Context: an optimization exercise on an open-source flow, tuned for small area and a short achievable clock period. The choices shown serve that exercise and are no tape-out recipe.
At most, simulation tests tie the RTL to the original design; equivalence was not proved.
Function not checked in runs 5 and 6: the RTL went through the layout flow alone.
In every run shown here, the design's own scripts or RTL, not TritonCTS, make the clock network.
The clock input has no modelled driver; a real chip could not lean on it and would need a root buffer or a full tree.
No activity file was given, so power comes from the tool's default toggle rates.

$ cat config.mk
export PLATFORM = sky130hd
export DESIGN_NAME = fifo
export DESIGN_NICKNAME = fifo
export VERILOG_FILES = /design/flow/design.v
export SDC_FILE = /design/flow/constraint.sdc
export NUM_CORES = 4
export LEC_CHECK = 0
export CAP_MARGIN = 20
export CORE_MARGIN = 2
export CORE_UTILIZATION = 65
export SETUP_SLACK_MARGIN = 1.15
export SLEW_MARGIN = 20
export TNS_END_PERCENT = 100
$ cat constraint.sdc
create_clock -name core_clock -period 2.4 [get_ports {clk}]
set_input_delay 0.4800 -clock core_clock [delete_from_list [all_inputs] [get_ports {clk}]]
set_output_delay 0.4800 -clock core_clock [all_outputs]
set_load 0.01 [all_outputs]
$ cat design.v
module fifo(
    input         clk,
    input         rst,         
    input  [7:0]  data_in,
    input         w_en,
    input         r_en,
    output reg [7:0] data_out,
    output reg    full,
    output reg    empty
);
    reg [7:0] mem [0:3][0:7];
    reg [3:0] wb;               
    reg [3:0] wbok;             
    reg [7:0] wr;               
    reg [3:0] rb;               
    reg [3:0] rbok;             
    reg [7:0] crow [0:3];       
    reg [3:0] cm;               
    reg [8:0] cq;               
    reg [7:0] cand [0:3];       
    reg [7:0] wd;               
    reg       byp;              
    reg       nfull, nempty;    
    reg       up_q, dn_q;       
    wire wok = w_en & nfull;
    wire rd  = r_en & nempty;
    genvar b, i;
    generate
        for (b = 0; b < 4; b = b + 1) begin : g_bank
            for (i = 0; i < 8; i = i + 1) begin : g_row
                always @(posedge clk)
                    if (w_en & wbok[b] & wr[i])
                        mem[b][i] <= data_in;
            end
            reg [7:0] sel;
            integer k;
            always @* begin
                sel = 8'b0;
                for (k = 0; k < 8; k = k + 1)
                    sel = sel | ({8{crow[b][k]}} & mem[b][k]);
            end
            always @(posedge clk)
                cand[b] <= sel;
            always @(posedge clk)
                if (!rst)
                    crow[b] <= 8'b1;
                else if (r_en & rbok[b])
                    crow[b] <= {crow[b][6:0], crow[b][7]};
        end
    endgenerate
    wire [3:0] hs = rb & {4{~byp}};
    wire [7:0] head = ({8{hs[0]}} & cand[0]) | ({8{hs[1]}} & cand[1])
                    | ({8{hs[2]}} & cand[2]) | ({8{hs[3]}} & cand[3])
                    | ({8{byp}} & wd);
    wire inc = w_en & (r_en ? ~nempty : nfull);
    wire dec = r_en & (w_en ? ~nfull : nempty);
    wire       one_n   = cq[0] & cm[1];
    wire       n31_n   = cq[7] & cm[3];
    wire       empty_n = ~w_en & (~nempty | (r_en & one_n));
    wire       full_n  = ~r_en & (~nfull | (w_en & n31_n));
    wire [3:0] wb_n    = wok ? {wb[2:0], wb[3]} : wb;
    wire [3:0] rb_n    = rd ? {rb[2:0], rb[3]} : rb;
    wire [3:0] cm_n    = inc ? {cm[2:0], cm[3]} : (dec ? {cm[0], cm[3:1]} : cm);
    wire       up      = w_en & ~r_en & up_q;
    wire       dn      = r_en & (w_en ? ~nfull : dn_q);
    always @(posedge clk) begin
        wd  <= data_in;
        byp <= wok & (~nempty | (r_en & one_n));
    end
    always @(posedge clk) begin
        if (!rst) begin
            wb       <= 4'b1;
            wbok     <= 4'b1;
            wr       <= 8'b1;
            rb       <= 4'b1;
            rbok     <= 4'b0;
            cm       <= 4'b1;
            cq       <= 9'b1;
            up_q     <= 1'b0;
            dn_q     <= 1'b0;
            empty    <= 1'b1;
            full     <= 1'b0;
            nempty   <= 1'b0;
            nfull    <= 1'b1;
            data_out <= 8'b0;
        end else begin
            wb     <= wb_n;
            wbok   <= full_n ? 4'b0 : wb_n;
            if (w_en & wbok[3])
                wr <= {wr[6:0], wr[7]};
            rb     <= rb_n;
            rbok   <= empty_n ? 4'b0 : rb_n;
            if (rd)
                data_out <= head;
            cm     <= cm_n;
            if (up)
                cq <= {cq[7:0], 1'b0};
            else if (dn)
                cq <= {1'b0, cq[8:1]};
            up_q   <= cm_n[3] & ~full_n;
            dn_q   <= cm_n[0] & ~empty_n;
            empty  <= empty_n;
            full   <= full_n;
            nempty <= ~empty_n;
            nfull  <= ~full_n;
        end
    end
endmodule
$ cat flow/run.sh
#!/bin/bash
set -euo pipefail
bash standard.sh finish PRE_CTS_TCL="$PWD/flow/my_cts.tcl" \
  BUFFER_PORTS_ARGS="-buffer_cell sky130_fd_sc_hd__buf_6" \
  MATCH_CELL_FOOTPRINT=0 > standard.log 2>&1
$ cat flow/my_cts.tcl
# Replaces clock_tree_synthesis with a two-level tree: K leaf buffers, each
# driving one cluster of clock sinks (k-means on sink locations), fed by up to
# R root buffers (k-means on the leaf locations), which the clock port feeds.
# Every sink sees the same two buffer stages.
rename clock_tree_synthesis orig_clock_tree_synthesis
source [file join [file dirname [info script]] my_cts_params.tcl]

proc my_kmeans {pts k iters} {
  # pts: list of {x y}; returns list of cluster index per point
  set n [llength $pts]
  set sorted [lsort -real -index 0 $pts]
  set cents {}
  for {set i 0} {$i < $k} {incr i} {
    lappend cents [lindex $sorted [expr {int(($i + 0.5) * $n / $k)}]]
  }
  set asg {}
  for {set it 0} {$it < $iters} {incr it} {
    set asg {}
    foreach p $pts {
      set best 0; set bd 1e30; set ci 0
      foreach c $cents {
        set dx [expr {[lindex $p 0] - [lindex $c 0]}]
        set dy [expr {[lindex $p 1] - [lindex $c 1]}]
        set d [expr {$dx * $dx + $dy * $dy}]
        if {$d < $bd} { set bd $d; set best $ci }
        incr ci
      }
      lappend asg $best
    }
    # balance: cap cluster size, move overflow points to nearest non-full cluster
    set newc {}
    for {set c 0} {$c < $k} {incr c} { set sx($c) 0.0; set sy($c) 0.0; set sn($c) 0 }
    foreach p $pts a $asg {
      set sx($a) [expr {$sx($a) + [lindex $p 0]}]
      set sy($a) [expr {$sy($a) + [lindex $p 1]}]
      incr sn($a)
    }
    for {set c 0} {$c < $k} {incr c} {
      if {$sn($c) > 0} {
        lappend newc [list [expr {$sx($c) / $sn($c)}] [expr {$sy($c) / $sn($c)}]]
      } else {
        lappend newc [lindex $cents $c]
      }
    }
    set cents $newc
  }
  return [list $asg $cents]
}

# Reassign points so that no cluster holds more than cap * N / K points:
# points with the most to lose pick first, each taking its nearest cluster
# with room. Returns the assignment and the new cluster centres.
proc my_balance {pts cents capf} {
  set n [llength $pts]
  set k [llength $cents]
  set cap [expr {int(ceil($capf * $n / $k))}]
  set order {}
  set i 0
  foreach p $pts {
    set ds {}
    set ci 0
    foreach c $cents {
      set dx [expr {[lindex $p 0] - [lindex $c 0]}]
      set dy [expr {[lindex $p 1] - [lindex $c 1]}]
      lappend ds [list $ci [expr {sqrt($dx * $dx + $dy * $dy)}]]
      incr ci
    }
    set ds [lsort -real -index 1 $ds]
    set dist($i) $ds
    lappend order [list $i [expr {[lindex $ds 1 1] - [lindex $ds 0 1]}]]
    incr i
  }
  for {set c 0} {$c < $k} {incr c} { set used($c) 0; set sx($c) 0.0; set sy($c) 0.0 }
  foreach o [lsort -real -decreasing -index 1 $order] {
    set i [lindex $o 0]
    foreach d $dist($i) {
      set c [lindex $d 0]
      if {$used($c) < $cap} { set a($i) $c; incr used($c); break }
    }
  }
  set asg {}
  for {set i 0} {$i < $n} {incr i} {
    lappend asg $a($i)
    set p [lindex $pts $i]
    set sx($a($i)) [expr {$sx($a($i)) + [lindex $p 0]}]
    set sy($a($i)) [expr {$sy($a($i)) + [lindex $p 1]}]
  }
  set newc {}
  for {set c 0} {$c < $k} {incr c} {
    if {$used($c) > 0} {
      lappend newc [list [expr {$sx($c) / $used($c)}] [expr {$sy($c) / $used($c)}]]
    } else {
      lappend newc [lindex $cents $c]
    }
  }
  return [list $asg $newc]
}

# Registers that drive an output port (through its port buffer) get the
# drive strength ::my_cts_portff (default 4).
proc my_upsize_port_flops {} {
  set block [ord::get_db_block]
  foreach bt [$block getBTerms] {
    if {[$bt getIoType] ne "OUTPUT"} { continue }
    set net [$bt getNet]
    foreach it [$net getITerms] {
      if {![$it isOutputSignal]} { continue }
      set buf [$it getInst]
      foreach bit [$buf getITerms] {
        if {![$bit isInputSignal]} { continue }
        set inet [$bit getNet]
        if {$inet eq "NULL"} { continue }
        foreach dit [$inet getITerms] {
          if {![$dit isOutputSignal]} { continue }
          set ff [$dit getInst]
          set m [[$ff getMaster] getName]
          if {[regexp {^(sky130_fd_sc_hd__dfxtp)_[0-9]+$} $m -> base]} {
            set size [expr {[info exists ::my_cts_portff] ? $::my_cts_portff : 4}]
            puts "my_cts: [$ff getName] $m -> ${base}_$size"
            replace_cell [$ff getName] ${base}_$size
          }
        }
      }
    }
  }
}

# Plain registers whose output feeds many pins get a stronger drive.
proc my_upsize_fanout_flops {} {
  set block [ord::get_db_block]
  foreach inst [$block getInsts] {
    set m [[$inst getMaster] getName]
    if {![regexp {^sky130_fd_sc_hd__dfxtp_1$} $m]} { continue }
    set q [$inst findITerm Q]
    set net [$q getNet]
    if {$net eq "NULL"} { continue }
    set n [expr {[llength [$net getITerms]] - 1}]
    if {$n >= $::my_cts_ff4} {
      replace_cell [$inst getName] sky130_fd_sc_hd__dfxtp_4
    } elseif {$n >= $::my_cts_ff2} {
      replace_cell [$inst getName] sky130_fd_sc_hd__dfxtp_2
    }
  }
}

proc clock_tree_synthesis {args} {
  global my_cts_k my_cts_leaf my_cts_root
  set k $my_cts_k
  set leafm $my_cts_leaf
  set rootm $my_cts_root
  my_upsize_port_flops
  my_upsize_fanout_flops
  set db [ord::get_db]
  set block [ord::get_db_block]
  set clknet [$block findNet clk]
  set sinks {}
  set pts {}
  foreach it [$clknet getITerms] {
    set inst [$it getInst]
    set loc [$inst getLocation]
    set bb [$inst getBBox]
    lappend sinks $it
    lappend pts [list [expr {([$bb xMin] + [$bb xMax]) / 2.0}] [expr {([$bb yMin] + [$bb yMax]) / 2.0}]]
  }
  puts "my_cts: [llength $sinks] sinks, $k leaves"
  lassign [my_kmeans $pts $k 30] asg cents
  lassign [my_balance $pts $cents $::my_cts_cap] asg cents
  set lm [$db findMaster $leafm]
  set rm [$db findMaster $rootm]
  # group the leaves under R root buffers, each fed by the clock port
  set r $::my_cts_r
  lassign [my_kmeans $cents $r 30] rasg rcents
  for {set q 0} {$q < $r} {incr q} {
    if {[lsearch -exact $rasg $q] < 0} { continue }
    set rootnet($q) [odb::dbNet_create $block clknet_root_$q]
    $rootnet($q) setSigType CLOCK
    set root [odb::dbInst_create $block $rm clkbuf_root_$q]
    set rc [lindex $rcents $q]
    $root setLocation [expr {int([lindex $rc 0])}] [expr {int([lindex $rc 1])}]
    $root setPlacementStatus PLACED
    [$root findITerm A] connect $clknet
    [$root findITerm X] connect $rootnet($q)
  }
  for {set c 0} {$c < $k} {incr c} {
    set n [odb::dbNet_create $block clknet_leaf_$c]
    $n setSigType CLOCK
    set b [odb::dbInst_create $block $lm clkbuf_leaf_$c]
    set cc [lindex $cents $c]
    $b setLocation [expr {int([lindex $cc 0])}] [expr {int([lindex $cc 1])}]
    $b setPlacementStatus PLACED
    [$b findITerm A] connect $rootnet([lindex $rasg $c])
    [$b findITerm X] connect $n
    set leafnet($c) $n
    set cnt($c) 0
  }
  foreach it $sinks a $asg {
    $it disconnect
    $it connect $leafnet($a)
    incr cnt($a)
  }
  set_propagated_clock [all_clocks]
  for {set c 0} {$c < $k} {incr c} { puts "my_cts: leaf $c at [lindex $cents $c]: $cnt($c) sinks" }
  return ""
}
$ cat flow/my_cts_params.tcl
set ::my_cts_k 16
set ::my_cts_r 4
set ::my_cts_leaf sky130_fd_sc_hd__clkbuf_16
set ::my_cts_root sky130_fd_sc_hd__clkbuf_16
set ::my_cts_cap 1.1
set ::my_cts_ff4 7
set ::my_cts_ff2 4
set ::my_cts_portff 2
$ cat standard.sh
#!/bin/bash
# synth_recipe.tcl (not shown) runs the flow's synth.tcl, then flattens the netlist and writes it again
# the make line also repeats each setting of config.mk as NAME=value (left out here)
make -C /OpenROAD-flow-scripts/flow DESIGN_CONFIG=/design/flow/config.mk WORK_HOME=/design/flow/orfs CLKGATE_MAP_FILE= SYNTH_SCRIPT=/design/flow/synth_recipe.tcl "${@:-finish}"
==> impl_metrics.env, run 1 <==
export IMPL_synth_cells=889
export IMPL_synth_edf_count=256
export IMPL_ys_seq_area_frac=0.763
export IMPL_final_max_slew_viol_count=0
export IMPL_reg2regPathDepth=5
export IMPL_synth_mux_area_frac=0.00376
export IMPL_hold_path_endpoint="wd[3]"
export IMPL_path_buf_inv=1
export IMPL_total_power_mw=10.8
export IMPL_cp_max_fo=6
export IMPL_yosys_area_share_simple=0.0805
export IMPL_hold_path_cell_count=1
export IMPL_ir_drop_mv=0.798
export IMPL_vias=7681
export IMPL_yosysMostFrequentCell="edfxtp_1"
export IMPL_grt_pass1_wl_um=45000
export IMPL_path_cells="buf_4, nor2_1, nand3b_1, mux2i_1, a21oi_1"
export IMPL_crit_required_ns=2.59
export IMPL_rrSetupSlack_ns=1.12
export IMPL_r2r_end="cm[1]"
export IMPL_syn_avg_cell_area_um2=15.0
export IMPL_grt_setup_unrepaired="yes"
export IMPL_core_um2=20200
export IMPL_synth_compound_area_frac=0.132
export IMPL_synth_area_um2=13300
export IMPL_status="complete, no violations"
export IMPL_port_buffers=21
export IMPL_cpPeakStageDelay_ns=0.38
export IMPL_synth_area_leaders="edfxtp_1 58%, dfxtp_1 19%, a22oi_1 8.1%, a21boi_0 1.9%, nand2_1 1.6%"
export IMPL_cts_hold_buf=0
export IMPL_p_int_mw=8.69
export IMPL_pwr_share_clk=0.302
export IMPL_skew_ns=0.0230
export IMPL_setup_violations=0
export IMPL_critPathTopFamily="flip-flops"
export IMPL_seqPwrFrac=0.660
export IMPL_tns_ns=0
export IMPL_hpwl_um=18400
export IMPL_hold_worst_slack_ns=0.414
export IMPL_powerDensity_nw_per_um2=734
export IMPL_grt_max_degree=73
export IMPL_place_congestion=1.02
export IMPL_antenna_cells=0
export IMPL_n_fill_cell=1281
export IMPL_hp_class="in -> reg"
export IMPL_synth_adder_area_share=0
export IMPL_synth_async_sr_flop_share=0
export IMPL_wl_um=29700
export IMPL_maxCapViolCount=0
export IMPL_synth_cell_types=35
export IMPL_nets=896
export IMPL_die_x_um=147
export IMPL_dieArea_um2=21700
export IMPL_die_y_um=147
export IMPL_cp_start_kind="flip-flop"
export IMPL_fp_row_count=52
export IMPL_pwr_share_comb=0.038
export IMPL_synth_common_cells="256 x edfxtp_1, 144 x a22oi_1, 124 x dfxtp_1, 58 x nand2_1, 45 x clkbuf_1"
export IMPL_multi_input_area_um2=3090
export IMPL_viasPerCell=6.67
export IMPL_grt_util_all_layers=0.274
export IMPL_fin_crit_ns=1.28
export IMPL_worst_pin_slew_ns=0.554
export IMPL_fmax_mhz=778
export IMPL_power_leakage_nw=4.62
export IMPL_cp_data_arrival_time_ns=1.48
export IMPL_yosys_register_bits=380
export IMPL_switching_share=0.194
export IMPL_max_slew_margin=0.630
export IMPL_first_pass_iters=5
export IMPL_crit_type="reg -> reg"
export IMPL_ys_warn_count=4
export IMPL_min_period_over_period=0.535
export IMPL_synth_xor_area_frac=0
export IMPL_avgRoutedWirePerCell_um=25.8
export IMPL_area_growth_pct=10.3
export IMPL_worstHoldStart="data_in[3]"
export IMPL_synth_top_family_by_area="compound AO/OA/AOI/OAI gates"
export IMPL_cp_end_kind="flip-flop"
export IMPL_syn_nets=901
export IMPL_clkTransAtPathRegs_ns=0.09
export IMPL_gr_total_overflow=0
export IMPL_antenna_found_initial=0
export IMPL_synth_top_area_share=0.577
export IMPL_drive_gt1_frac=0.207
export IMPL_hold_viol=0
export IMPL_switching_power_mw=2.09
export IMPL_synth_flop_cell="edfxtp_1"
export IMPL_timing_rr_start="nempty"
export IMPL_drt_iter0_markers=734
export IMPL_ioPinCount=22
export IMPL_grt_pass1_vias=7532
export IMPL_insertion_delay_ns=0.32
export IMPL_crit_path_top_delay_cell="dfxtp_4"
export IMPL_synth_top_cell_by_area="edfxtp_1"
export IMPL_drc=0
export IMPL_ff_latch_area_um2=10400
export IMPL_antenna_left=0
export IMPL_start_util=0.661
-- routing by layer --
layer  GRT usage  wire length, um
met1       0.416            12600
met2       0.433            14000
met3      0.0214             2020
met4      0.0822             1030
met5           0                0
-- state kept, by name (all words and copies together), names as in the netlist, 8 cells and up --
name	cells
mem	256
cand	32
crow	32
cq	9
data_out	8
wd	8
wr	8
-- cells in the final DEF, fill, tap and decap left out, types with 2 or more instances in the layout --
cell         n
nand3_1     40
a31oi_1      8
o221ai_2     2
mux2i_1      5
and3_4      24
a21boi_0    32
a21oi_2      2
nor2b_2      2
o21a_1       6
o221a_2      6
dfxtp_2     22
dfxtp_4     47
and2_4       2
inv_1        2
edfxtp_1   256
buf_6       20
nand3b_1    10
o21ai_0      5
a21boi_2     2
a21boi_1     2
and3_2       8
dfxtp_1     55
clkbuf_16   20
a21oi_1     12
a22oi_1    144
buf_4       12
o21ai_2      2
nand2_2      2
nor2b_1     15
o22a_1       2
nor2_1       5
nand4_1     32
o21ai_1      2
nand2_1     55
o211ai_1     8
buf_12       2
-- final cells by class --
class,instances,share of cell area
Multi-Input combinational cell,445,0.211
Timing Repair Buffer,35,0.0261
Sequential cell,380,0.706
Inverter,2,0.000511
Buffer,20,0.0341
Tap cell,270,0.0230
-- metrics by stage --
step	area, um2	setup slack, ns	utilization	std cells
finish	14700	1.12	0.729	1152
global route	14700	1.08	0.729	1152
CTS	14600	1.10	0.724	1146
detailed placement	13800	0.605	0.685	1120
global placement	13800	0.723	0.685	1120
floorplan	13500	1.06	-	889
-- cells by family (layout without fill, tap and decap cells) --
logic type      after synthesis  in the layout
compound gates              238            238
mux                           5              5
simple gates                202            202
buf+inv                      64             57
flops                       380            380
-- power by group through the flow --
| stage | clock, mW | sequential (mW) | combinational (mW) |
|---|---|---|---|
| after floorplan | 0 | 7.25 | 0.230 |
| after global placement | 0 | 7.29 | 0.350 |
| after detailed placement | 0 | 7.30 | 0.367 |
| after CTS | 3.29 | 7.11 | 0.386 |
| after global routing | 3.50 | 7.12 | 0.443 |
| final | 3.26 | 7.11 | 0.410 |
-- worst max-delay path by stage --
stage / from / to / slack, ns / cells past startpoint
CTS: r_en / rbok[3] / 1.10 / 6
finish: nempty / cm[1] / 1.12 / 5
global placement: r_en / rbok[0] / 0.72 / 6
floorplan: w_en / mem[0][0] / 1.06 / 4
global route: nempty / cm[2] / 1.08 / 5
detailed placement: r_en / rbok[3] / 0.61 / 6
-- what timing repair did --
| action | in CTS | in global routing |
|---|---|---|
| setup buffers | 6 | 6 |
| pin swaps | 1 | 2 |
| endpoints found under the setup margin | 69 | 43 |
| resized for setup | 13 | 12 |
==> inputs of run 2 (changes only) <==
==> flow/run.sh (replaced) <==
#!/bin/bash
set -euo pipefail
bash standard.sh finish PRE_CTS_TCL="$PWD/flow/my_cts.tcl" \
  BUFFER_PORTS_ARGS="-buffer_cell sky130_fd_sc_hd__buf_4" \
  MATCH_CELL_FOOTPRINT=0 > standard.log 2>&1
==> run 2 against run 1 <==
  * Still clean on timing, DRC and antenna
  * Global-route usage increased by 0.46 points
  * Sequential share of layout area increased by 0.37 points
  * Flip-flop and latch count unchanged
  * Hold slack improved by 0.052 ns
  * Design area down 0.52%
  * Clock power about the same
  * Final cell count decreased by 0.43%
  * Die area unchanged
  * Fmax is 1.3% higher
  * Routed wire length up 2.1%
  * Synthesized area did not move
  * First-iteration DRC count rose by 38%
  * Critical path type is now reg -> out
  * Highest routed layer unchanged
==> impl_metrics.env, run 2 <==
export IMPL_reg_largest_list="mem: 256 flops, cand: 32 flops, crow: 32 flops"
export IMPL_die_x_um=147
export IMPL_reg2regPathDepth=5
export IMPL_vias=7741
export IMPL_grt_pass1_wl_um=45300
export IMPL_core_um2=20200
export IMPL_hold_viol=0
export IMPL_synth_cells=889
export IMPL_nets=891
export IMPL_area_growth_pct=9.70
export IMPL_crit_required_ns=1.92
export IMPL_min_period_over_period=0.529
export IMPL_yosys_area_share_simple=0.0805
export IMPL_ys_seq_area_frac=0.763
export IMPL_place_congestion=1.01
export IMPL_crit_path_top_delay_cell="dfxtp_2"
export IMPL_grt_pass1_vias=7443
export IMPL_synth_cell_types=35
export IMPL_final_cell_mix="256 x edfxtp_1, 144 x a22oi_1, 55 x nand2_1, 55 x dfxtp_1, 47 x dfxtp_4"
export IMPL_regMostFlops="mem"
export IMPL_yosysMostFrequentCell="edfxtp_1"
export IMPL_ys_warn_count=4
export IMPL_start_util=0.661
export IMPL_synth_compound_area_frac=0.132
export IMPL_synth_top_area_share=0.577
export IMPL_dieArea_um2=21700
export IMPL_grt_util_all_layers=0.278
export IMPL_synth_area_um2=13300
export IMPL_fin_crit_ns=1.27
export IMPL_drt_iter0_markers=1012
export IMPL_synth_top_cell_by_area="edfxtp_1"
export IMPL_worst_pin_slew_ns=0.530
export IMPL_synth_mux_area_frac=0.00376
export IMPL_skew_ns=0.0265
export IMPL_ioPinCount=22
export IMPL_yosys_register_bits=380
export IMPL_synth_edf_count=256
export IMPL_timing_rr_start="nempty"
export IMPL_cp_data_arrival_time_ns=0.79
export IMPL_power_leakage_nw=4.58
export IMPL_tns_ns=0
export IMPL_maxCapViolCount=0
export IMPL_cts_hold_buf=0
export IMPL_hp_class="in -> reg"
export IMPL_cp_max_fo=2
export IMPL_syn_nets=901
export IMPL_fin_util=0.725
export IMPL_powerDensity_nw_per_um2=736
export IMPL_synth_xor_area_frac=0
export IMPL_max_slew_margin=0.647
export IMPL_grt_max_degree=48
export IMPL_fmax_mhz=788
export IMPL_ir_drop_mv=0.516
export IMPL_synth_top_family_by_area="compound AO/OA/AOI/OAI gates"
export IMPL_drc=0
export IMPL_first_pass_iters=6
export IMPL_path_cells="buf_6"
export IMPL_avgRoutedWirePerCell_um=26.4
export IMPL_crit_start="data_out[1]"
export IMPL_clkTransAtPathRegs_ns=0.09
export IMPL_critPathTopFamily="flip-flops"
export IMPL_largest_reg_flops=256
export IMPL_gr_total_overflow=0
export IMPL_synth_async_sr_flop_share=0
export IMPL_crit_type="reg -> out"
export IMPL_wl_um=30300
export IMPL_endpoint="data_out[1]"
export IMPL_port_buffers=21
export IMPL_crit_cells=1
export IMPL_drive_gt1_frac=0.196
export IMPL_synth_area_leaders="edfxtp_1 58%, dfxtp_1 19%, a22oi_1 8.1%, a21boi_0 1.9%, nand2_1 1.6%"
export IMPL_antenna_left=0
export IMPL_cp_end_kind="output pin"
export IMPL_total_power_mw=10.8
export IMPL_viasPerCell=6.75
export IMPL_layout_commonest_cell="edfxtp_1"
export IMPL_final_max_slew_viol_count=0
export IMPL_syn_avg_cell_area_um2=15.0
export IMPL_insertion_delay_ns=0.32
export IMPL_antenna_cells=0
export IMPL_setup_violations=0
export IMPL_fp_row_count=52
export IMPL_synth_flop_cell="edfxtp_1"
export IMPL_grt_setup_unrepaired="yes"
export IMPL_synth_adder_area_share=0
export IMPL_status="complete, no violations"
export IMPL_rrSetupSlack_ns=1.15
export IMPL_cpPeakStageDelay_ns=0.37
export IMPL_synth_common_cells="256 x edfxtp_1, 144 x a22oi_1, 124 x dfxtp_1, 58 x nand2_1, 45 x clkbuf_1"
export IMPL_cp_start_kind="flip-flop"
export IMPL_path_buf_inv=1
export IMPL_hpwl_um=18300
export IMPL_die_y_um=147
export IMPL_antenna_found_initial=0
export IMPL_r2r_end="data_out[4]"
==> run 2: stage by stage <==
stage | setup slack (ns) | hold slack (ns) | instances | cell area [um2]
after detailed placement | 0.586 | 0.456 | 1122 | 13800
after global placement | 0.598 | 0.454 | 1122 | 13800
after floorplan | 1.06 | 0.440 | 889 | 13500
after global routing | 1.06 | 0.468 | 1147 | 14600
final | 1.13 | 0.466 | 1147 | 14600
after CTS | 1.12 | 0.477 | 1145 | 14600
==> run 2: where the power goes <==
group          total, mW  leakage (nW)  internal [mW]  switching [mW]
sequential          7.11          3.37           7.02          0.0858
combinational      0.399         0.972          0.153           0.245
clock               3.26         0.246           1.50            1.76
==> run 2: logic make-up after synthesis <==
group | Yosys count
buf+inv | 64
mux | 5
simple gates | 202
compound gates | 238
flops | 380
==> run 2: final cells by class <==
cell class / count / area [um2]
repair buffers: 30 / 325
inverters: 2 / 7.51
fillers: 1322 / 5550
multi-input cells: 445 / 3080
plain buffers: 20 / 500
flip-flops and latches: 380 / 10400
well taps: 270 / 338
==> run 2: worst reg2reg max path, stage by stage (launching register included) <==
cell and delay (ns):
dfxtp_4 0.42, and2_2 0.24, buf_6 0.19, nand3b_1 0.09
o211ai_1 0.11, a31oi_1 0.08
==> run 2: how the worst min path moves through the flow <==
stage / from / to / slack (ns) / depth (start not counted)
floorplan: mem[7][0] / cand[0][0] / 0.44 / 2
global placement: mem[31][3] / cand[3][3] / 0.45 / 2
detailed placement: mem[29][2] / cand[3][2] / 0.46 / 2
CTS: mem[29][2] / cand[3][2] / 0.48 / 2
global route: rst / cm[0] / 0.47 / 2
finish: rst / cm[0] / 0.47 / 2
==> run 2: what timing repair did <==
action | in CTS | in global routing
setup endpoints to repair | 139 | 54
pin swaps | 0 | 1
gates resized for setup | 22 | 9
buffers inserted | 3 | 1
cloned | 0 | 1
==> run 2: metal layers <==
metal  GRT usage  share of wire  vias up
li1            -              -     3431
met1       0.419           0.41     3893
met2       0.447           0.47      361
met3      0.0289          0.084       56
met4      0.0692          0.032        0
met5           0              0        -
==> inputs of run 3 (changes only) <==
==> flow/my_cts_params.tcl (replaced) <==
set ::my_cts_k 16
set ::my_cts_r 4
set ::my_cts_leaf sky130_fd_sc_hd__buf_16
set ::my_cts_root sky130_fd_sc_hd__clkbuf_16
set ::my_cts_cap 1.1
set ::my_cts_ff4 7
set ::my_cts_ff2 4
==> run 3 against run 2 <==
  * Via count about the same
  * Clock skew up 0.061 ns
  * Critical path depth unchanged
  * First-iteration DRC count down 22%
  * Critical endpoint unchanged
  * Still clean on timing, DRC and antenna
  * Die area unchanged
==> impl_metrics.env, run 3 <==
export IMPL_status="complete, no violations"
export IMPL_dp_cells=1122
export IMPL_stdcell_count=1151
export IMPL_synth_mux_area_frac=0.00376
export IMPL_grt_pass1_vias=7418
export IMPL_viasPerCell=6.72
export IMPL_fmax_mhz=800
export IMPL_hp_class="in -> reg"
export IMPL_dieArea_um2=21700
export IMPL_fin_util=0.731
export IMPL_crit_path_top_delay_cell="dfxtp_4"
export IMPL_path_buf_inv=1
export IMPL_worst_pin_slew_ns=0.516
export IMPL_antenna_left=0
export IMPL_drt_iter0_markers=786
export IMPL_antenna_found_initial=0
export IMPL_skew_ns=0.0876
export IMPL_hold_viol=0
export IMPL_syn_avg_cell_area_um2=15.0
export IMPL_max_slew_margin=0.656
export IMPL_critPathTopFamily="flip-flops"
export IMPL_insertion_delay_ns=0.37
export IMPL_synth_top_family_by_area="compound AO/OA/AOI/OAI gates"
export IMPL_crit_required_ns=1.92
export IMPL_grt_max_degree=48
export IMPL_grt_util_all_layers=0.278
export IMPL_worstHoldStart="rst"
export IMPL_drive_gt1_frac=0.200
export IMPL_total_power_mw=11.2
export IMPL_ys_warn_count=4
export IMPL_synth_cell_types=35
export IMPL_vias=7735
export IMPL_fin_area_um2=14800
export IMPL_synth_area_leaders="edfxtp_1 58%, dfxtp_1 19%, a22oi_1 8.1%, a21boi_0 1.9%, nand2_1 1.6%"
export IMPL_hpwl_um=18300
export IMPL_synth_top_cell_by_area="edfxtp_1"
export IMPL_ioPinCount=22
export IMPL_wl_um=30300
export IMPL_yosysMostFrequentCell="edfxtp_1"
export IMPL_area_growth_pct=10.7
export IMPL_tns_ns=0
export IMPL_start_util=0.661
export IMPL_layout_commonest_cell="edfxtp_1"
export IMPL_maxCapViolCount=0
export IMPL_ff_latch_area_um2=10400
export IMPL_grt_setup_unrepaired="yes"
export IMPL_yosys_register_bits=380
export IMPL_min_period_over_period=0.521
export IMPL_final_cell_mix="256 x edfxtp_1, 144 x a22oi_1, 57 x dfxtp_4"
export IMPL_power_leakage_nw=4.62
export IMPL_largest_reg_flops=256
export IMPL_regMostFlops="mem"
export IMPL_fin_ws_ns=1.15
export IMPL_fin_crit_ns=1.25
export IMPL_gr_total_overflow=0
export IMPL_synth_async_sr_flop_share=0
export IMPL_path_cells="buf_6"
export IMPL_synth_area_um2=13300
export IMPL_powerDensity_nw_per_um2=756
export IMPL_place_congestion=1.01
export IMPL_nets=895
export IMPL_final_max_slew_viol_count=0
export IMPL_cp_max_fo=2
export IMPL_die_y_um=147
export IMPL_grt_pass1_wl_um=45200
export IMPL_crit_type="reg -> out"
export IMPL_avgRoutedWirePerCell_um=26.3
export IMPL_synth_common_cells="256 x edfxtp_1, 144 x a22oi_1, 124 x dfxtp_1, 58 x nand2_1, 45 x clkbuf_1"
export IMPL_synth_top_area_share=0.577
export IMPL_die_x_um=147
export IMPL_cpPeakStageDelay_ns=0.37
export IMPL_cts_hold_buf=0
export IMPL_port_buffers=21
export IMPL_place_ws_ns=0.586
export IMPL_yosys_area_share_simple=0.0805
export IMPL_clkTransAtPathRegs_ns=0.09
export IMPL_synth_cells=889
export IMPL_reg_largest_list="mem: 256 flops, cand: 32 flops, crow: 32 flops"
export IMPL_cp_end_kind="output pin"
export IMPL_synth_flop_cell="edfxtp_1"
export IMPL_first_pass_iters=5
export IMPL_drc=0
export IMPL_core_um2=20200
export IMPL_ir_drop_mv=0.566
export IMPL_multi_input_area_um2=3110
export IMPL_cp_data_arrival_time_ns=0.77
export IMPL_synth_compound_area_frac=0.132
export IMPL_synth_adder_area_share=0
export IMPL_antenna_cells=0
export IMPL_hold_worst_slack_ns=0.439
export IMPL_cp_start_kind="flip-flop"
export IMPL_synth_edf_count=256
export IMPL_ys_seq_area_frac=0.763
export IMPL_crit_start="data_out[1]"
export IMPL_timing_rr_start="nfull"
export IMPL_synth_xor_area_frac=0
export IMPL_place_area_um2=13800
export IMPL_setup_violations=0
export IMPL_fp_row_count=52
export IMPL_syn_nets=901
export IMPL_n_fill_cell=1301
run 3: changes by cell type in the layout (fill, tap and decap cells not counted), moves of 2 or more:
cell	previous run	this run
buf_4	14	18
nor2b_4	1	3
buf_16	0	16
a21oi_4	0	2
nand2_2	2	0
a21oi_2	2	0
dfxtp_2	22	12
clkbuf_16	21	5
a21boi_0	31	33
dfxtp_4	47	57
a21boi_1	4	2
run 3: final timing paths:
kind	end	slack (ns)	cells past startpoint
hold reg to reg	cand[2][7]	0.47	2
setup reg to reg	cq[2]	1.20	4
hold / removal	crow[3][0]	0.44	2
setup / recovery	data_out[1]	1.15	1
run 3: cell type report:
class / instances / share of cell area
Buffer: 20 / 0.0366
Inverter: 2 / 0.000509
Sequential cell: 380 / 0.705
Timing Repair Buffer: 34 / 0.0241
Multi-Input combinational cell: 445 / 0.211
Tap cell: 270 / 0.0229
run 3: report_power, final:
part / leakage (nW) / switching [mW] / internal (mW)
combinational: 1.00 / 0.247 / 0.158
sequential: 3.37 / 0.0881 / 7.02
clock: 0.252 / 1.87 / 1.77
total: 4.62 / 2.20 / 8.95
run 3: metal layers:
layer,track usage,part of all wire,vias up,routed length (um)
met5,0,0,-,0
met4,0.0774,0.034,0,1030
met3,0.0220,0.071,49,2150
met2,0.442,0.48,356,14400
met1,0.422,0.42,3881,12700
li1,-,-,3449,-
run 3: cell families after synthesis:
kind of cell,count (synthesis)
DFF,380
AOI/OAI and AO/OA,238
and+or+nand+nor,202
buffers and inverters,64
muxes,5
run 3: repair_timing:
item | 4_1_cts | 5_1_grt
cloned | 0 | 1
endpoints found under the setup margin | 159 | 36
setup buffers | 2 | 6
resized for setup | 21 | 13
pin swaps | 0 | 3
hold endpoints to repair | 0 | 0
==> inputs of run 4 (changes only) <==
==> flow/my_cts_params.tcl (replaced) <==
set ::my_cts_k 16
set ::my_cts_r 4
set ::my_cts_leaf sky130_fd_sc_hd__buf_16
set ::my_cts_root sky130_fd_sc_hd__buf_16
set ::my_cts_cap 1.1
set ::my_cts_ff4 7
set ::my_cts_ff2 4
set ::my_cts_portff 2
==> run 4 against run 3 <==
  * Clock power grew 2%
  * Clock skew decreased by 0.046 ns
  * Design area down 0.64%
  * Sequential share of layout area rose by 0.28 points
  * Hold slack gained 0.035 ns
  * Critical path type is now in -> reg
  * Routed wire length is essentially flat
  * Largest power group unchanged
  * Highest routed layer unchanged
  * Sequential power hardly changed
  * Setup slack worse by 0.0074 ns
  * Die area stayed put
  * Via count up 0.41%
  * Critical path depth rose by 4
==> impl_metrics.env, run 4 <==
export IMPL_synth_area_um2=13300
export IMPL_min_period_over_period=0.524
export IMPL_wl_met2_um=14500
export IMPL_antenna_cells=0
export IMPL_cts_hold_buf=0
export IMPL_grt_setup_unrepaired="yes"
export IMPL_status="complete, no violations"
export IMPL_drive_gt1_frac=0.198
export IMPL_synth_adder_area_share=0
export IMPL_layout_commonest_cell="edfxtp_1"
export IMPL_synth_cell_types=35
export IMPL_worst_pin_slew_ns=0.536
export IMPL_timing_rr_start="wr[5]"
export IMPL_fin_util=0.727
export IMPL_dieArea_um2=21700
export IMPL_reg_largest_list="mem: 256 flops, cand: 32 flops, crow: 32 flops"
export IMPL_grt_util_all_layers=0.279
export IMPL_nets=891
export IMPL_start_util=0.661
export IMPL_rrSetupSlack_ns=1.18
export IMPL_crit_required_ns=2.59
export IMPL_hpwl_um=18300
export IMPL_ys_warn_count=4
export IMPL_synth_area_leaders="edfxtp_1 58%, dfxtp_1 19%, a22oi_1 8.1%, a21boi_0 1.9%, nand2_1 1.6%"
export IMPL_yosysMostFrequentCell="edfxtp_1"
export IMPL_crit_type="in -> reg"
export IMPL_ioPinCount=22
export IMPL_wl_um=30300
export IMPL_hp_class="in -> reg"
export IMPL_core_um2=20200
export IMPL_area_growth_pct=9.98
export IMPL_synth_edf_count=256
export IMPL_synth_top_area_share=0.577
export IMPL_antenna_found_initial=0
export IMPL_power_leakage_nw=4.58
export IMPL_fin_ws_ns=1.14
export IMPL_grt_pass1_wl_um=45400
export IMPL_reg2regPathDepth=1
export IMPL_die_y_um=147
export IMPL_insertion_delay_ns=0.30
export IMPL_maxCapViolCount=0
export IMPL_skew_ns=0.0418
export IMPL_syn_nets=901
export IMPL_yosys_register_bits=380
export IMPL_first_pass_iters=5
export IMPL_crit_start="w_en"
export IMPL_drt_iter0_markers=896
export IMPL_ff_latch_area_um2=10400
export IMPL_syn_avg_cell_area_um2=15.0
export IMPL_ir_drop_mv=0.549
export IMPL_r2r_end="mem[29][6]"
export IMPL_n_fill_cell=1314
export IMPL_place_congestion=1.01
export IMPL_hold_path_cell_count=2
export IMPL_grt_max_degree=48
export IMPL_place_area_um2=13800
export IMPL_ys_seq_area_frac=0.763
export IMPL_synth_top_family_by_area="compound AO/OA/AOI/OAI gates"
export IMPL_drc=0
export IMPL_final_cell_mix="256 x edfxtp_1, 144 x a22oi_1, 55 x nand2_1, 55 x dfxtp_1, 47 x dfxtp_4"
export IMPL_synth_flop_cell="edfxtp_1"
export IMPL_endpoint="cq[1]"
export IMPL_largest_reg_flops=256
export IMPL_top_layer_used="met4"
export IMPL_synth_compound_area_frac=0.132
export IMPL_antenna_left=0
export IMPL_tns_ns=0
export IMPL_cp_end_kind="flip-flop"
export IMPL_powerDensity_nw_per_um2=767
export IMPL_route_met3_wl_um=2360
export IMPL_fp_row_count=52
export IMPL_multi_input_area_um2=3090
export IMPL_cp_max_fo=47
export IMPL_final_max_slew_viol_count=0
export IMPL_synth_cells=889
export IMPL_viasPerCell=6.77
export IMPL_port_buffers=21
export IMPL_vias=7767
export IMPL_setup_violations=0
export IMPL_place_ws_ns=0.586
export IMPL_total_power_mw=11.2
export IMPL_die_x_um=147
export IMPL_stdcell_count=1147
export IMPL_fin_crit_ns=1.26
export IMPL_clkTransAtPathRegs_ns=0.09
export IMPL_synth_common_cells="256 x edfxtp_1, 144 x a22oi_1, 124 x dfxtp_1, 58 x nand2_1, 45 x clkbuf_1"
export IMPL_max_slew_margin=0.643
export IMPL_dp_cells=1122
export IMPL_wl_met1_um=12400
export IMPL_synth_top_cell_by_area="edfxtp_1"
export IMPL_cp_start_kind="primary input"
export IMPL_hold_viol=0
export IMPL_synth_xor_area_frac=0
export IMPL_avgRoutedWirePerCell_um=26.4
export IMPL_regMostFlops="mem"
export IMPL_yosys_area_share_simple=0.0805
export IMPL_cp_data_arrival_time_ns=1.45
export IMPL_fmax_mhz=795
export IMPL_grt_pass1_vias=7461
export IMPL_hold_worst_slack_ns=0.474
export IMPL_fin_area_um2=14700
export IMPL_synth_async_sr_flop_share=0
export IMPL_gr_total_overflow=0
export IMPL_synth_mux_area_frac=0.00376
[run 4: cell counts after synthesis]
No cell type changed its count.
[run 4: power breakdown]
group | internal [mW] | switching (mW) | total [mW] | leakage (nW)
clock | 1.85 | 1.88 | 3.73 | 0.254
combinational | 0.151 | 0.246 | 0.397 | 0.963
sequential | 7.03 | 0.0855 | 7.11 | 3.37
[run 4: worst max-delay path, stage by stage]
cell     delay (ns)
buf_12         0.20
nor2b_4        0.24
o21ai_2        0.13
o221a_2        0.29
o21a_1         0.10
[run 4: routing by layer]
metal  up-vias  GRT usage
met1      3885      0.418
met4         0     0.0716
li1       3456          -
met3        56     0.0276
met2       370      0.450
met5         -          0
[run 4: worst min-delay path by stage]
| stage | start | endpoint | slack [ns] |
|---|---|---|---|
| floorplan | mem[7][0] | cand[0][0] | 0.44 |
| global placement | mem[31][3] | cand[3][3] | 0.45 |
| detailed placement | mem[29][2] | cand[3][2] | 0.46 |
| CTS | mem[29][2] | cand[3][2] | 0.48 |
| global route | rst | cm[0] | 0.47 |
| finish | rst | cm[0] | 0.47 |
[run 4: layout make-up]
type | count | share of cell area
Sequential cell | 380 | 0.708
Multi-Input combinational cell | 446 | 0.211
Buffer | 20 | 0.0376
Tap cell | 270 | 0.0230
Timing Repair Buffer | 29 | 0.0202
Inverter | 2 | 0.000512
[run 4: logic make-up (layout without fill, tap and decap cells)]
logic type             count (synthesis)  after routing
muxes                                  5              5
DFF                                  380            380
and+or+nand+nor                      202            202
AOI/OAI and AO/OA                    238            239
buffers and inverters                 64             51
[run 4: what timing repair did]
action | 4_1_cts | 5_1_grt
endpoints found under the setup margin | 235 | 32
buffers inserted | 2 | 2
pin swaps | 0 | 1
gates resized for setup | 20 | 14
hold endpoints to repair | 0 | 0
gates cloned | 0 | 1
==> inputs of run 5 (changes only) <==
--- a/design.v
+++ b/design.v
@@ -52,15 +52,12 @@
     wire [7:0] head = ({8{hs[0]}} & cand[0]) | ({8{hs[1]}} & cand[1])
                     | ({8{hs[2]}} & cand[2]) | ({8{hs[3]}} & cand[3])
                     | ({8{byp}} & wd);
-    wire inc = w_en & (r_en ? ~nempty : nfull);
-    wire dec = r_en & (w_en ? ~nfull : nempty);
     wire       one_n   = cq[0] & cm[1];
     wire       n31_n   = cq[7] & cm[3];
     wire       empty_n = ~w_en & (~nempty | (r_en & one_n));
     wire       full_n  = ~r_en & (~nfull | (w_en & n31_n));
     wire [3:0] wb_n    = wok ? {wb[2:0], wb[3]} : wb;
     wire [3:0] rb_n    = rd ? {rb[2:0], rb[3]} : rb;
-    wire [3:0] cm_n    = inc ? {cm[2:0], cm[3]} : (dec ? {cm[0], cm[3:1]} : cm);
     wire       up      = w_en & ~r_en & up_q;
     wire       dn      = r_en & (w_en ? ~nfull : dn_q);
     always @(posedge clk) begin
@@ -92,13 +89,28 @@
             rbok   <= empty_n ? 4'b0 : rb_n;
             if (rd)
                 data_out <= head;
-            cm     <= cm_n;
             if (up)
                 cq <= {cq[7:0], 1'b0};
             else if (dn)
                 cq <= {1'b0, cq[8:1]};
-            up_q   <= cm_n[3] & ~full_n;
-            dn_q   <= cm_n[0] & ~empty_n;
+            case ({w_en, r_en})
+                2'b10: begin
+                    cm   <= nfull ? {cm[2:0], cm[3]} : cm;
+                    up_q <= nfull & cm[2];
+                    dn_q <= ~nfull | cm[3];
+                end
+                2'b01: begin
+                    cm   <= nempty ? {cm[0], cm[3:1]} : cm;
+                    up_q <= nempty & cm[0];
+                    dn_q <= nempty & cm[1] & ~cq[0];
+                end
+                2'b11: begin
+                    cm   <= ~nempty ? {cm[2:0], cm[3]} : (~nfull ? {cm[0], cm[3:1]} : cm);
+                    up_q <= ~nfull | (nempty & up_q);
+                    dn_q <= nempty & nfull & dn_q;
+                end
+                default: ;
+            endcase
             empty  <= empty_n;
             full   <= full_n;
             nempty <= ~empty_n;
--- a/flow/my_cts.tcl
+++ b/flow/my_cts.tcl
@@ -97,7 +97,7 @@
 }
 
 # Registers that drive an output port (through its port buffer) get the
-# drive strength ::my_cts_portff (default 4).
+# strongest drive of their cell type.
 proc my_upsize_port_flops {} {
   set block [ord::get_db_block]
   foreach bt [$block getBTerms] {
@@ -115,9 +115,8 @@
           set ff [$dit getInst]
           set m [[$ff getMaster] getName]
           if {[regexp {^(sky130_fd_sc_hd__dfxtp)_[0-9]+$} $m -> base]} {
-            set size [expr {[info exists ::my_cts_portff] ? $::my_cts_portff : 4}]
-            puts "my_cts: [$ff getName] $m -> ${base}_$size"
-            replace_cell [$ff getName] ${base}_$size
+            puts "my_cts: [$ff getName] $m -> ${base}_4"
+            replace_cell [$ff getName] ${base}_4
           }
         }
       }
==> flow/my_cts_params.tcl (replaced) <==
set ::my_cts_k 16
set ::my_cts_r 4
set ::my_cts_leaf sky130_fd_sc_hd__clkbuf_16
set ::my_cts_root sky130_fd_sc_hd__clkbuf_16
set ::my_cts_cap 1.1
set ::my_cts_ff4 7
set ::my_cts_ff2 4
==> run 5 against run 4 <==
  * Still clean on timing, DRC and antenna
  * Combinational power hardly changed
  * Clock skew is 0.0045 ns lower
  * Total power fell by 4.3%
  * Global-route usage up 0.84 points
  * Final cell count is 1.8% higher
  * Clock power decreased by 13%
  * Synthesized area up 0.23%
  * Via count is 2.6% higher
  * Die area is 0.22% higher
  * Critical path type is now reg -> out
==> impl_metrics.env, run 5 <==
export IMPL_yosys_area_share_simple=0.0840
export IMPL_ioPinCount=22
export IMPL_fin_crit_ns=1.30
export IMPL_skew_ns=0.0374
export IMPL_synth_adder_area_share=0
export IMPL_reg_largest_list="mem: 256 flops, cand: 32 flops, crow: 32 flops"
export IMPL_synth_edf_count=256
export IMPL_worstHoldStart="rst"
export IMPL_synth_async_sr_flop_share=0
export IMPL_regMostFlops="mem"
export IMPL_cp_max_fo=2
export IMPL_fmax_mhz=772
export IMPL_ys_seq_area_frac=0.761
export IMPL_critPathTopFamily="flip-flops"
export IMPL_core_um2=20200
export IMPL_layout_commonest_cell="edfxtp_1"
export IMPL_path_cells="buf_6"
export IMPL_rrSetupSlack_ns=1.19
export IMPL_largest_reg_flops=256
export IMPL_hold_viol=0
export IMPL_grt_max_degree=45
export IMPL_synth_cells=915
export IMPL_place_area_um2=13700
export IMPL_antenna_cells=0
export IMPL_r2r_end="rbok[0]"
export IMPL_avgRoutedWirePerCell_um=26.6
export IMPL_clkTransAtPathRegs_ns=0.09
export IMPL_port_buffers=21
export IMPL_hpwl_um=18900
export IMPL_synth_xor_area_frac=0
export IMPL_powerDensity_nw_per_um2=733
export IMPL_first_pass_iters=6
export IMPL_hold_path_endpoint="rb[0]"
export IMPL_yosys_register_bits=380
export IMPL_drc=0
export IMPL_die_y_um=147
export IMPL_min_period_over_period=0.540
export IMPL_insertion_delay_ns=0.33
export IMPL_drive_gt1_frac=0.199
export IMPL_yosysMostFrequentCell="edfxtp_1"
export IMPL_syn_nets=927
export IMPL_status="complete, no violations"
export IMPL_die_x_um=147
export IMPL_fin_area_um2=14700
export IMPL_crit_path_top_delay_cell="dfxtp_4"
export IMPL_synth_top_cell_by_area="edfxtp_1"
export IMPL_synth_flop_cell="edfxtp_1"
export IMPL_grt_pass1_wl_um=47200
export IMPL_setup_violations=0
export IMPL_synth_area_leaders="edfxtp_1 58%, dfxtp_1 19%, a22oi_1 8.1%, nand3_1 2.2%, a21oi_1 1.7%"
export IMPL_gr_total_overflow=0
export IMPL_crit_required_ns=1.92
export IMPL_synth_top_family_by_area="compound AO/OA/AOI/OAI gates"
export IMPL_wl_um=31100
export IMPL_grt_util_all_layers=0.288
export IMPL_ys_warn_count=4
export IMPL_final_max_slew_viol_count=0
export IMPL_ir_drop_mv=0.525
export IMPL_cp_start_kind="flip-flop"
export IMPL_hold_path_cell_count=2
export IMPL_synth_top_area_share=0.575
export IMPL_tns_ns=0
export IMPL_maxCapViolCount=0
export IMPL_nets=912
export IMPL_place_congestion=0.843
export IMPL_cp_end_kind="output pin"
export IMPL_synth_compound_area_frac=0.130
export IMPL_synth_cell_types=38
export IMPL_cpPeakStageDelay_ns=0.37
export IMPL_viasPerCell=6.82
export IMPL_synth_area_um2=13400
export IMPL_area_growth_pct=9.88
export IMPL_dieArea_um2=21700
export IMPL_drt_iter0_markers=926
export IMPL_cts_hold_buf=0
export IMPL_max_slew_margin=0.713
export IMPL_grt_setup_unrepaired="yes"
export IMPL_start_util=0.660
export IMPL_fp_row_count=52
export IMPL_path_buf_inv=1
export IMPL_synth_common_cells="256 x edfxtp_1, 144 x a22oi_1, 124 x dfxtp_1, 58 x nand3_1, 54 x nand2_1"
export IMPL_antenna_left=0
export IMPL_vias=7971
export IMPL_worst_pin_slew_ns=0.431
export IMPL_antenna_found_initial=0
export IMPL_grt_pass1_vias=7664
export IMPL_timing_rr_start="nempty"
export IMPL_reg2regPathDepth=4
export IMPL_syn_avg_cell_area_um2=14.6
export IMPL_final_cell_mix="256 x edfxtp_1, 144 x a22oi_1, 58 x nand3_1"
export IMPL_crit_type="reg -> out"
export IMPL_power_leakage_nw=4.55
export IMPL_cp_data_arrival_time_ns=0.82
export IMPL_synth_mux_area_frac=0.00150
export IMPL_hp_class="in -> reg"
## run 5: cell types whose count changed after synthesis, moves of 8 or more
cell | previous run | this run
a21boi_0 | 34 | 0
a21oi_1 | 14 | 45
nand3_1 | 40 | 58
nor2b_1 | 17 | 0
o21ai_0 | 7 | 22
o2111a_1 | 0 | 8
## run 5: worst max path at each step
stage,startpoint,endpoint,slack (ns),cells after the start
after detailed placement,w_en,cm[3],0.61,5
after global placement,w_en,wbok[0],0.65,4
after global routing,data_out[6],data_out[6],1.09,1
after floorplan,r_en,cm[1],1.12,4
after CTS,data_out[1],data_out[1],1.10,1
final,data_out[7],data_out[7],1.10,1
## run 5: cell families after synthesis
| kind of cell | after synthesis |
|---|---|
| flops | 380 |
| compound gates | 250 |
| mux | 2 |
| buf+inv | 71 |
| simple gates | 212 |
## run 5: area by class of cell
type	instances	area, um2
Timing Repair Buffer	32	349
Tap cell	270	338
Sequential cell	380	10400
Buffer	20	500
Fill cell	1273	5560
Inverter	2	7.51
Multi-Input combinational cell	464	3080
## run 5: per-layer routing
| layer | wire length, um | part of all wire | track usage |
|---|---|---|---|
| met1 | 12900 | 0.41 | 0.438 |
| met2 | 14800 | 0.48 | 0.468 |
| met3 | 2720 | 0.088 | 0.0295 |
| met4 | 675 | 0.022 | 0.0476 |
| met5 | 0 | 0 | 0 |
## run 5: timing repair
action                                  CTS  global route
pin swaps                                 0             2
resized for setup                        32            19
gates cloned                              1             0
buffers inserted                          2             3
endpoints found under the setup margin  198            48
## run 5: report_power, final
part | internal, mW | switching, mW
registers | 7.01 | 0.0969
clock network | 1.50 | 1.75
logic | 0.145 | 0.254
## run 5: stage by stage
stage                     hold WS (ns)  cells  power [mW]  setup slack (ns)   util
after floorplan                  0.440    915        7.46              1.12      -
after detailed placement         0.456   1142        7.64             0.606  0.677
after global placement           0.463   1142        7.62             0.653  0.677
after global routing             0.421   1168        11.1              1.09  0.725
final                            0.416   1168        10.8              1.10  0.725
after CTS                        0.424   1165        10.8              1.10  0.720
==> inputs of run 6 (changes only) <==
==> flow/my_cts_params.tcl (replaced) <==
set ::my_cts_k 16
set ::my_cts_r 4
set ::my_cts_leaf sky130_fd_sc_hd__buf_16
set ::my_cts_root sky130_fd_sc_hd__buf_16
set ::my_cts_cap 1.1
set ::my_cts_ff4 7
set ::my_cts_ff2 4
==> run 6 against run 5 <==
  * Flip-flop and latch count did not move
  * Critical endpoint is now cm[3]
  * Largest power group unchanged
  * Final cell count fell by 0.17%
  * Register-to-register slack got worse by 0.02 ns
==> impl_metrics.env, run 6 <==
export IMPL_status="complete, no violations"
export IMPL_final_max_slew_viol_count=0
export IMPL_antenna_found_initial=0
export IMPL_power_leakage_nw=4.52
export IMPL_die_y_um=147
export IMPL_synth_flop_cell="edfxtp_1"
export IMPL_synth_area_um2=13400
export IMPL_antenna_left=0
export IMPL_min_period_over_period=0.545
export IMPL_pwr_share_comb=0.035
export IMPL_tns_ns=0
export IMPL_wl_met1_um=12900
export IMPL_vias=7999
export IMPL_synth_cell_types=38
export IMPL_reg2regPathDepth=3
export IMPL_top_layer_used="met4"
export IMPL_antenna_cells=0
export IMPL_hold_path_cell_count=2
export IMPL_grt_pass1_vias=7678
export IMPL_powerDensity_nw_per_um2=766
export IMPL_gr_total_overflow=0
export IMPL_clkTransAtPathRegs_ns=0.09
export IMPL_hold_viol=0
export IMPL_pwr_share_clk=0.332
export IMPL_fin_ws_ns=1.09
export IMPL_port_buffers=21
export IMPL_synth_cells=915
export IMPL_p_int_mw=9.00
export IMPL_grt_setup_unrepaired="yes"
export IMPL_grt_max_degree=45
export IMPL_first_pass_iters=5
export IMPL_maxCapViolCount=0
export IMPL_nets=910
export IMPL_drt_iter0_markers=906
export IMPL_ioPinCount=22
export IMPL_worstHoldStart="rst"
export IMPL_fp_row_count=52
export IMPL_regMostFlops="mem"
export IMPL_place_area_um2=13700
export IMPL_cp_end_kind="flip-flop"
export IMPL_synth_async_sr_flop_share=0
export IMPL_synth_common_cells="256 x edfxtp_1, 144 x a22oi_1, 124 x dfxtp_1, 58 x nand3_1, 54 x nand2_1"
export IMPL_setup_violations=0
export IMPL_place_ws_ns=0.606
export IMPL_max_slew_margin=0.634
export IMPL_fin_crit_ns=1.31
export IMPL_hold_worst_slack_ns=0.443
export IMPL_route_met3_wl_um=2730
export IMPL_worst_pin_slew_ns=0.550
export IMPL_viasPerCell=6.86
export IMPL_r2r_end="rbok[3]"
export IMPL_cp_data_arrival_time_ns=1.47
export IMPL_fmax_mhz=764
export IMPL_grt_util_all_layers=0.286
export IMPL_skew_ns=0.0489
export IMPL_switching_power_mw=2.23
export IMPL_wl_met2_um=14400
export IMPL_synth_top_cell_by_area="edfxtp_1"
export IMPL_yosys_register_bits=380
export IMPL_synth_edf_count=256
export IMPL_drc=0
export IMPL_start_util=0.660
export IMPL_fin_area_um2=14700
export IMPL_place_congestion=0.843
export IMPL_synth_top_area_share=0.575
export IMPL_final_cell_mix="256 x edfxtp_1, 144 x a22oi_1, 58 x nand3_1"
export IMPL_cp_start_kind="primary input"
export IMPL_switching_share=0.199
export IMPL_rrSetupSlack_ns=1.17
export IMPL_die_x_um=147
export IMPL_ys_warn_count=4
export IMPL_hold_path_endpoint="wb[0]"
export IMPL_ir_drop_mv=0.546
export IMPL_ys_seq_area_frac=0.761
export IMPL_crit_type="in -> reg"
export IMPL_dieArea_um2=21700
export IMPL_crit_required_ns=2.56
export IMPL_syn_avg_cell_area_um2=14.6
export IMPL_drive_gt1_frac=0.193
export IMPL_avgRoutedWirePerCell_um=26.5
export IMPL_core_um2=20200
export IMPL_largest_reg_flops=256
export IMPL_grt_pass1_wl_um=47000
export IMPL_synth_area_leaders="edfxtp_1 58%, dfxtp_1 19%, a22oi_1 8.1%, nand3_1 2.2%, a21oi_1 1.7%"
export IMPL_wl_um=30900
export IMPL_reg_largest_list="mem: 256 flops, cand: 32 flops, crow: 32 flops"
export IMPL_area_growth_pct=9.78
export IMPL_yosysMostFrequentCell="edfxtp_1"
export IMPL_cp_max_fo=37
export IMPL_hpwl_um=18900
export IMPL_layout_commonest_cell="edfxtp_1"
export IMPL_timing_rr_start="nempty"
export IMPL_seqPwrFrac=0.633
export IMPL_insertion_delay_ns=0.31
export IMPL_syn_nets=927
export IMPL_hp_class="in -> reg"
-- run 6: through the flow --
stage / std cells / utilization / total power [mW]
after CTS: 1165 / 0.722 / 11.3
after global routing: 1166 / 0.725 / 11.5
after detailed placement: 1142 / 0.677 / 7.64
after floorplan: 915 / - / 7.46
final: 1166 / 0.725 / 11.2
after global placement: 1142 / 0.677 / 7.62
-- run 6: worst max-delay path by stage --
stage	startpoint	end	slack, ns
after floorplan	r_en	cm[1]	1.12
after global placement	w_en	wbok[0]	0.65
after detailed placement	w_en	cm[3]	0.61
after CTS	data_out[1]	data_out[1]	1.12
after global routing	w_en	cm[3]	1.06
final	w_en	cm[3]	1.09
-- run 6: kinds of logic after synthesis --
kind of cell,share of synthesized area
buf+inv,0.0235
mux,0.00150
compound gates,0.130
flops,0.761
simple gates,0.0840
-- run 6: what timing repair did --
action	in CTS	in global routing
hold buffers	0	0
resized for setup	31	12
gates cloned	1	0
setup buffers	2	1
pin swaps	2	3
endpoints found under the setup margin	208	59
-- run 6: area by class of cell --
class | instances | area (um2)
flip-flops and latches | 380 | 10400
fillers | 1262 | 5570
multi-input cells | 464 | 3060
plain buffers | 20 | 551
well taps | 270 | 338
repair buffers | 30 | 310
inverters | 2 | 7.51
-- run 6: routing by layer --
layer | global-route usage | vias up
li1 | - | 3536
met1 | 0.434 | 3977
met2 | 0.464 | 417
met3 | 0.0255 | 69
met4 | 0.0563 | 0
met5 | 0 | -
-- run 6: power by group through the flow --
| stage | Clock, mW | Sequential, mW | Combinational [mW] |
|---|---|---|---|
| after detailed placement | 0 | 7.29 | 0.349 |
| after floorplan | 0 | 7.24 | 0.222 |
| after global placement | 0 | 7.29 | 0.334 |
| final | 3.73 | 7.11 | 0.390 |
| after CTS | 3.78 | 7.10 | 0.375 |
| after global routing | 4.01 | 7.12 | 0.421 |
-- run 6: worst max-delay path, stage by stage --
cell	delay, ns
buf_12	0.15
buf_12	0.16
and2b_1	0.19
o21ai_0	0.32
a311oi_2	0.15

port drivers added, routing unchanged:
In the flow no input, the clock included, has a driving cell. The finished layouts below were timed again as built, in two steps. Step 1 (the two cells are an assumption about what drives the block):
set clk [get_ports {clk}]
set_driving_cell -lib_cell sky130_fd_sc_hd__clkbuf_16 $clk
set_driving_cell -lib_cell sky130_fd_sc_hd__buf_2 [delete_from_list [all_inputs] $clk]
Step 2, shift: input delay + t, output delay - t, t = (earliest + latest rising clock arrival at the registers) / 2. This alone moves slack from input paths to output paths. a / b / c = no drivers / after step 1 / after step 2; a / b = the first two.
| run | shift t [ns] | setup slack, ns | hold WS [ns] | worst setup path after step 2 | slew at the worst register clock pin (ns) |
|---|---|---|---|---|---|
| run 1 | 0.396 | 1.115 / 1.050 / 0.789 | 0.414 / 0.367 / 0.489 | input to register | 0.10 / 0.10 |
| run 2 | 0.410 | 1.132 / 1.029 / 0.820 | 0.466 / 0.405 / 0.479 | input to register | 0.10 / 0.10 |
| run 3 | 0.423 | 1.150 / 1.052 / 0.783 | 0.439 / 0.373 / 0.470 | input to register | 0.10 / 0.10 |
| run 4 | 0.407 | 1.142 / 1.037 / 0.769 | 0.474 / 0.398 / 0.477 | input to register | 0.10 / 0.10 |
| run 5 | 0.416 | 1.104 / 1.000 / 0.785 | 0.416 / 0.354 / 0.460 | input to register | 0.10 / 0.10 |
| run 6 | 0.406 | 1.091 / 1.010 / 0.733 | 0.443 / 0.365 / 0.456 | input to register | 0.10 / 0.10 |
After both steps setup and hold are still met in every run listed. For run 4, which loses most, drivers alone change the setup slack by -0.105 ns; drivers and shift together by -0.373 ns.
